What follows belongs to an exercise in optimizing a design on an open flow for small area; a production flow would make more cautious choices. Only simulation tests tie the RTL to the original design; equivalence was not proved. Power and IR drop assume default switching activity.

==> flow/design.v (excerpt) <==
module uc_8bits (
    input  wire        clk,
    input  wire        clk_valid,
    input  wire        arst_n,
    input  wire [7:0]  in,
    input  wire [15:0] flash_data,
    output wire [7:0]  out0, out1,
    output wire [11:0] pc_out,
    output wire        bootstrapping,
    output wire        cu_state,
    output wire        equal_flag, carry_flag,
    output wire        out_select
);
Size: ~2300 cells after synthesis, about 0.026 mm2 of cells after synthesis.
==> module sram_64x8, before the edit <==
module sram_64x8 (
    input  wire       clk,
    input  wire       arst_n,
    input  wire [5:0] tau,        
    input  wire       swept,      
    input  wire       wr_req,     
    input  wire [5:0] addr,       
    input  wire [7:0] wdata,      
    output wire [7:0] rdata
);
    reg        wr_late;
    reg  [7:0] ring_e [0:31];     
    reg  [7:0] ring_o [0:31];     
    wire [5:0] pos = addr + tau;           
    wire       now = wr_req & ~pos[0];     
    wire       wr  = now | wr_late;
    wire [4:0] port = pos[5:1];            
    wire [7:0] wd  = swept ? wdata : 8'd0;
    wire [7:0] ring_q = pos[0] ? ring_o[pos[5:1]] : ring_e[pos[5:1]];
    assign rdata = ring_q ^ {8{pos[1] ^ pos[0]}};
    always @(posedge clk or negedge arst_n) begin
        if (!arst_n) begin
            wr_late <= 1'b0;
        end else begin
            wr_late <= wr_req & pos[0];
        end
    end
    integer q;
    always @(posedge clk) begin
        ring_e[0] <= ring_o[31];
        for (q = 1; q < 32; q = q + 1)
            ring_e[q] <= ring_o[q-1];
    end
    always @(posedge clk or negedge arst_n) begin
        if (!arst_n) begin
            for (q = 0; q < 32; q = q + 1)
                ring_o[q] <= (q % 2 == 0) ? 8'hff : 8'h00;
        end else begin
            for (q = 0; q < 32; q = q + 1)
                ring_o[q] <= ~(((wr & (port == q)) | ~swept) ? (wd ^ {8{q[0]}}) : ring_e[q]);
        end
    end
endmodule
==> module uc_8bits, before the edit <==
module uc_8bits (
    input  wire        clk,
    input  wire        clk_valid,
    input  wire        arst_n,
    input  wire [7:0]  in,
    input  wire [15:0] flash_data,
    output wire [7:0]  out0, out1,
    output wire [11:0] pc_out,
    output wire        bootstrapping,
    output wire        cu_state,
    output wire        equal_flag, carry_flag,
    output wire        out_select
);
    reg        state;
    reg [11:0] pc;
    reg [3:0]  op;           
    reg [3:0]  rd;           
    reg [7:0]  ab;           
    reg [7:0]  a_q;          
    reg [1:0]  fl_src;       
    reg [1:0]  fl;           
    reg [7:0]  out_gpio;
    reg        out_sel;
    reg [5:0]  tau;
    reg        swept;        
    wire [3:0] f_op = flash_data[15:12];
    wire [3:0] ra   = ab[7:4];
    wire [3:0] rb   = ab[3:0];
    wire       f_rd_d  = (f_op == 4'd2) | (f_op == 4'd7);
    wire       ex_st   = (op == 4'd2);
    wire [3:0] rp_addr = state ? (ex_st ? flash_data[11:8] : rb)
                               : (f_rd_d ? flash_data[11:8] : flash_data[7:4]);
    wire [7:0] rp;
    wire [7:0] alu_y;
    wire       alu_eq, alu_c;
    alu ALU (.a(a_q), .b(rp), .op(op[2:0]), .result(alu_y),
             .equal_out(alu_eq), .carry_out(alu_c));
    wire       ex_v = clk_valid & state;
    reg        st_prev;      
    reg  [7:0] st_next;      
    wire [7:0] sram_q;
    sram_64x8 SRAM (.clk(clk), .arst_n(arst_n), .tau(tau), .swept(swept),
                    .wr_req(ex_v & (ex_st | st_prev)),
                    .addr({ra[1:0], rb}), .wdata(ex_st ? a_q : st_next),
                    .rdata(sram_q));
    wire        taken = (op == 4'd3) | ((op == 4'd4) & fl[1]) | ((op == 4'd5) & fl[0]);
    wire [11:0] pc_d  = taken ? {rd, ab} : pc + 12'd1;
    wire [7:0]  in_val = (pc_d[11:9] == 3'd0) ? flash_data[7:0] : in;
    always @(posedge clk or negedge arst_n) begin
        if (!arst_n) begin
            state <= 1'b0;
            pc    <= 12'd0;
            op    <= 4'd0;
            st_prev <= 1'b0;
        end else if (clk_valid) begin
            state <= ~state;
            if (!state) begin
                pc <= pc_d;
                op <= f_op;
                st_prev <= (op == 4'd2);
            end
        end
    end
    always @(posedge clk) begin
        if (clk_valid & ~state) begin
            rd <= flash_data[11:8];
            ab <= flash_data[7:0];
        end
        if (!state)
            a_q <= (f_op == 4'd6) ? in_val : rp;
        if (state & ex_st)
            st_next <= rp;
    end
    always @(posedge clk or negedge arst_n) begin
        if (!arst_n) begin
            fl_src   <= 2'b00;
            fl       <= 2'b00;
            out_gpio <= 8'd0;
            out_sel  <= 1'b0;
        end else if (clk_valid) begin
            if (state) begin
                fl_src <= {alu_eq, alu_c};
                if (op == 4'd7) begin
                    out_gpio <= a_q;
                    out_sel  <= rb[0];
                end
            end else begin
                fl <= fl_src;
            end
        end
    end
    always @(posedge clk or negedge arst_n) begin
        if (!arst_n) begin
            tau   <= 6'd0;
            swept <= 1'b0;
        end else begin
            tau   <= tau + 6'd1;
            swept <= 1'b1;
        end
    end
    wire       rf_we = ex_v & (op[3] | (op == 4'd1) | (op == 4'd6));
    wire [7:0] rf_wd = op[3] ? alu_y : (op[1] ? a_q : sram_q);
    regfile_ring RF (.clk(clk), .arst_n(arst_n), .tau(tau[3:0]), .swept(swept),
                     .wr_req(rf_we), .waddr(rd), .wdata(rf_wd),
                     .raddr(rp_addr), .rdata(rp));
    assign pc_out        = pc;
    assign bootstrapping = (pc[11:9] == 3'd0);
    assign cu_state      = state;
    assign equal_flag    = fl[1];
    assign carry_flag    = fl[0];
    assign out_select    = out_sel;
    assign out0          = out_sel ? 8'd0 : out_gpio;
    assign out1          = out_sel ? out_gpio : 8'd0;
endmodule
==> module regfile_ring, before the edit <==
module regfile_ring (
    input  wire       clk,
    input  wire       arst_n,
    input  wire [3:0] tau,
    input  wire       swept,
    input  wire       wr_req,
    input  wire [3:0] waddr,      
    input  wire [7:0] wdata,      
    input  wire [3:0] raddr,
    output wire [7:0] rdata
);
    reg        wr_late;
    reg  [7:0] wbuf;
    reg  [7:0] ring_e [0:7];
    reg  [7:0] ring_o [0:7];
    wire [3:0] wpos = waddr + tau;
    wire       now  = wr_req & ~wpos[0];
    wire       wr   = now | wr_late;
    wire [2:0] port = wpos[3:1];
    wire [7:0] wd   = swept ? (wr_late ? wbuf : wdata) : 8'd0;
    wire [3:0] rpos = raddr + tau;
    wire [7:0] ring_q = (rpos[0] ? ring_o[rpos[3:1]] : ring_e[rpos[3:1]])
                        ^ {8{rpos[1] ^ rpos[0]}};
    assign rdata = (wr_late & (raddr == waddr)) ? wbuf : (swept ? ring_q : 8'd0);
    always @(posedge clk or negedge arst_n) begin
        if (!arst_n) wr_late <= 1'b0;
        else         wr_late <= wr_req & wpos[0];
    end
    integer q;
    always @(posedge clk) begin
        wbuf <= wdata;
        ring_e[0] <= ring_o[7];
        for (q = 1; q < 8; q = q + 1)
            ring_e[q] <= ring_o[q-1];
    end
    always @(posedge clk or negedge arst_n) begin
        if (!arst_n) begin
            for (q = 0; q < 8; q = q + 1)
                ring_o[q] <= (q % 2 == 0) ? 8'hff : 8'h00;
        end else begin
            for (q = 0; q < 8; q = q + 1)
                ring_o[q] <= ~(((wr & (port == q)) | ~swept) ? (wd ^ {8{q[0]}}) : ring_e[q]);
        end
    end
endmodule
==> flow/config.mk <==
export PLATFORM = sky130hd
export DESIGN_NAME = uc_8bits
export DESIGN_NICKNAME = uc_8bits
export VERILOG_FILES = /design/flow/design.v
export SDC_FILE = /design/flow/constraint.sdc
export NUM_CORES = 4
export LEC_CHECK = 0
export ABC_AREA = 1
export CAP_MARGIN = 10
export CORE_MARGIN = 2
export CORE_UTILIZATION = 60
export SLEW_MARGIN = 10
==> flow/constraint.sdc <==
create_clock -name core_clock -period 10.0 [get_ports {clk}]
set_input_delay 2.0000 -clock core_clock [delete_from_list [all_inputs] [get_ports {clk}]]
set_output_delay 2.0000 -clock core_clock [all_outputs]
set_load 0.01 [all_outputs]
standard.sh (not shown) runs the stock make flow with config.mk's settings and CLKGATE_MAP_FILE= SYNTH_SCRIPT=/design/flow/synth_recipe.tcl, a recipe that flattens the netlist after the stock synthesis.
==> flow/flow/run.sh <==
#!/bin/bash
# The standard layout (standard.sh) with these changes to how it is made:
# - clock tree synthesis without dummy loads and with larger sink clusters
# - plain buf_1 port buffers
set -euo pipefail
here=$(pwd)
sed "s|^source \$::env(SCRIPTS_DIR)/synth.tcl|proc abc {args} { set i [lsearch \$args -script]; lset args [expr {\$i+1}] $here/flow/abc_area.script; yosys abc {*}\$args }\nsource \$::env(SCRIPTS_DIR)/synth.tcl|" synth_recipe.tcl > flow_synth.tcl
sed "s|SYNTH_SCRIPT=[^ ]*|SYNTH_SCRIPT=$here/flow_synth.tcl|" standard.sh > flow_standard.sh
export CTS_ARGS="-sink_clustering_enable -repair_clock_nets -dont_use_dummy_load -buf_list sky130_fd_sc_hd__clkbuf_8 -sink_clustering_size 16 -sink_clustering_max_diameter 60"
export BUFFER_PORTS_ARGS="-buffer_cell sky130_fd_sc_hd__buf_1"
bash flow_standard.sh > standard_flow.log 2>&1
==> flow/flow/abc_area.script <==
strash
dch -f
amap
strash
dch -f
amap
topo
The baseline produced a clean layout.
==> next run, changes <==
--- a/flow/design.v
+++ b/flow/design.v
@@ -41,34 +41,44 @@
     input  wire       clk,
     input  wire       arst_n,
     input  wire [5:0] tau,        
     input  wire       swept,      
     input  wire       wr_req,     
     input  wire [5:0] addr,       
+    input  wire       fetch,      
+    input  wire [5:0] faddr,      
     input  wire [7:0] wdata,      
     output wire [7:0] rdata
 );
     reg        wr_late;
+    reg  [7:0] wbuf;              
     reg  [7:0] ring_e [0:31];     
     reg  [7:0] ring_o [0:31];     
     wire [5:0] pos = addr + tau;           
     wire       now = wr_req & ~pos[0];     
     wire       wr  = now | wr_late;
     wire [4:0] port = pos[5:1];            
-    wire [7:0] wd  = swept ? wdata : 8'd0;
-    wire [7:0] ring_q = pos[0] ? ring_o[pos[5:1]] : ring_e[pos[5:1]];
-    assign rdata = ring_q ^ {8{pos[1] ^ pos[0]}};
+    wire [7:0] wd  = swept ? (wr_late ? wbuf : wdata) : 8'd0;
+    reg  [7:0] rbuf;
+    wire [5:0] raddr = fetch ? faddr : addr;
+    wire [5:0] rpos  = raddr + tau;
+    wire [7:0] even_q = ring_e[rpos[5:1]] ^ {8{rpos[1]}};
+    assign rdata = rpos[0] ? rbuf : even_q;
     always @(posedge clk or negedge arst_n) begin
         if (!arst_n) begin
             wr_late <= 1'b0;
         end else begin
             wr_late <= wr_req & pos[0];
         end
     end
+    always @(posedge clk)
+        if (!rpos[0])
+            rbuf <= (wr_late & (raddr == addr)) ? wd : (swept ? even_q : 8'd0);
     integer q;
     always @(posedge clk) begin
+        wbuf <= wdata;
         ring_e[0] <= ring_o[31];
         for (q = 1; q < 32; q = q + 1)
             ring_e[q] <= ring_o[q-1];
     end
     always @(posedge clk or negedge arst_n) begin
         if (!arst_n) begin
@@ -105,28 +115,27 @@
     reg        out_sel;
     reg [5:0]  tau;
     reg        swept;        
     wire [3:0] f_op = flash_data[15:12];
     wire [3:0] ra   = ab[7:4];
     wire [3:0] rb   = ab[3:0];
-    wire       f_rd_d  = (f_op == 4'd2) | (f_op == 4'd7);
+    wire       f_rd_d  = (f_op == 4'd7);
     wire       ex_st   = (op == 4'd2);
-    wire [3:0] rp_addr = state ? (ex_st ? flash_data[11:8] : rb)
-                               : (f_rd_d ? flash_data[11:8] : flash_data[7:4]);
-    wire [7:0] rp;
+    wire [3:0] rp_addr = state ? rb : (f_rd_d ? flash_data[11:8] : flash_data[7:4]);
+    wire [7:0] rp, rq;
     wire [7:0] alu_y;
     wire       alu_eq, alu_c;
     alu ALU (.a(a_q), .b(rp), .op(op[2:0]), .result(alu_y),
              .equal_out(alu_eq), .carry_out(alu_c));
     wire       ex_v = clk_valid & state;
     reg        st_prev;      
-    reg  [7:0] st_next;      
     wire [7:0] sram_q;
     sram_64x8 SRAM (.clk(clk), .arst_n(arst_n), .tau(tau), .swept(swept),
                     .wr_req(ex_v & (ex_st | st_prev)),
-                    .addr({ra[1:0], rb}), .wdata(ex_st ? a_q : st_next),
+                    .addr({ra[1:0], rb}), .fetch(~state), .faddr(flash_data[5:0]),
+                    .wdata(rq),
                     .rdata(sram_q));
     wire        taken = (op == 4'd3) | ((op == 4'd4) & fl[1]) | ((op == 4'd5) & fl[0]);
     wire [11:0] pc_d  = taken ? {rd, ab} : pc + 12'd1;
     wire [7:0]  in_val = (pc_d[11:9] == 3'd0) ? flash_data[7:0] : in;
     always @(posedge clk or negedge arst_n) begin
         if (!arst_n) begin
@@ -147,14 +156,12 @@
         if (clk_valid & ~state) begin
             rd <= flash_data[11:8];
             ab <= flash_data[7:0];
         end
         if (!state)
             a_q <= (f_op == 4'd6) ? in_val : rp;
-        if (state & ex_st)
-            st_next <= rp;
     end
     always @(posedge clk or negedge arst_n) begin
         if (!arst_n) begin
             fl_src   <= 2'b00;
             fl       <= 2'b00;
             out_gpio <= 8'd0;
@@ -181,13 +188,13 @@
         end
     end
     wire       rf_we = ex_v & (op[3] | (op == 4'd1) | (op == 4'd6));
     wire [7:0] rf_wd = op[3] ? alu_y : (op[1] ? a_q : sram_q);
     regfile_ring RF (.clk(clk), .arst_n(arst_n), .tau(tau[3:0]), .swept(swept),
                      .wr_req(rf_we), .waddr(rd), .wdata(rf_wd),
-                     .raddr(rp_addr), .rdata(rp));
+                     .raddr(rp_addr), .rdata(rp), .raddr2(rd), .rdata2(rq));
     assign pc_out        = pc;
     assign bootstrapping = (pc[11:9] == 3'd0);
     assign cu_state      = state;
     assign equal_flag    = fl[1];
     assign carry_flag    = fl[0];
     assign out_select    = out_sel;
@@ -200,13 +207,15 @@
     input  wire [3:0] tau,
     input  wire       swept,
     input  wire       wr_req,
     input  wire [3:0] waddr,      
     input  wire [7:0] wdata,      
     input  wire [3:0] raddr,
-    output wire [7:0] rdata
+    output wire [7:0] rdata,
+    input  wire [3:0] raddr2,     
+    output wire [7:0] rdata2      
 );
     reg        wr_late;
     reg  [7:0] wbuf;
     reg  [7:0] ring_e [0:7];
     reg  [7:0] ring_o [0:7];
     wire [3:0] wpos = waddr + tau;
@@ -215,12 +224,15 @@
     wire [2:0] port = wpos[3:1];
     wire [7:0] wd   = swept ? (wr_late ? wbuf : wdata) : 8'd0;
     wire [3:0] rpos = raddr + tau;
     wire [7:0] ring_q = (rpos[0] ? ring_o[rpos[3:1]] : ring_e[rpos[3:1]])
                         ^ {8{rpos[1] ^ rpos[0]}};
     assign rdata = (wr_late & (raddr == waddr)) ? wbuf : (swept ? ring_q : 8'd0);
+    wire [3:0] rpos2 = raddr2 + tau;
+    assign rdata2 = (rpos2[0] ? ring_o[rpos2[3:1]] : ring_e[rpos2[3:1]])
+                    ^ {8{rpos2[1] ^ rpos2[0]}};
     always @(posedge clk or negedge arst_n) begin
         if (!arst_n) wr_late <= 1'b0;
         else         wr_late <= wr_req & wpos[0];
     end
     integer q;
     always @(posedge clk) begin
Die area came out higher by 2.3%.
Via count came out lower by 0.55%.
Design area came out higher by 2.4%.
Global-route usage came out lower by 4.4 points.
Hold slack is worse by 33 ps.
Power came out higher by 14%.

re-timing with driven ports:
How much do the figures lean on ideal ports? The routed layouts below were timed once more, with nothing changed but the port constraints. Step 1 (the two cells are an assumption about what drives the block):
set clk [get_ports {clk}]
set_driving_cell -lib_cell sky130_fd_sc_hd__clkbuf_16 $clk
set_driving_cell -lib_cell sky130_fd_sc_hd__buf_2 [delete_from_list [all_inputs] $clk]
Step 2, shift: input delay + t, output delay - t, t = (earliest + latest rising clock arrival at the registers) / 2. This alone moves slack from input paths to output paths. Slacks: no drivers / after step 1 / after step 2; pairs: no drivers / after step 1.
| run | t (ns) | setup slack, ns | worst setup path at the end |
|---|---|---|---|
| the first run | 0.739 | 0.697 / 0.697 / -0.001 | input to register |
| the second run | 0.729 | 0.498 / 0.533 / -0.196 | input to register |
With both steps, setup timing fails in the first run and the second run, where it was met with ideal ports. For the first run, which loses most, drivers alone change the setup slack by 0.000 ns; drivers and shift together by -0.698 ns.
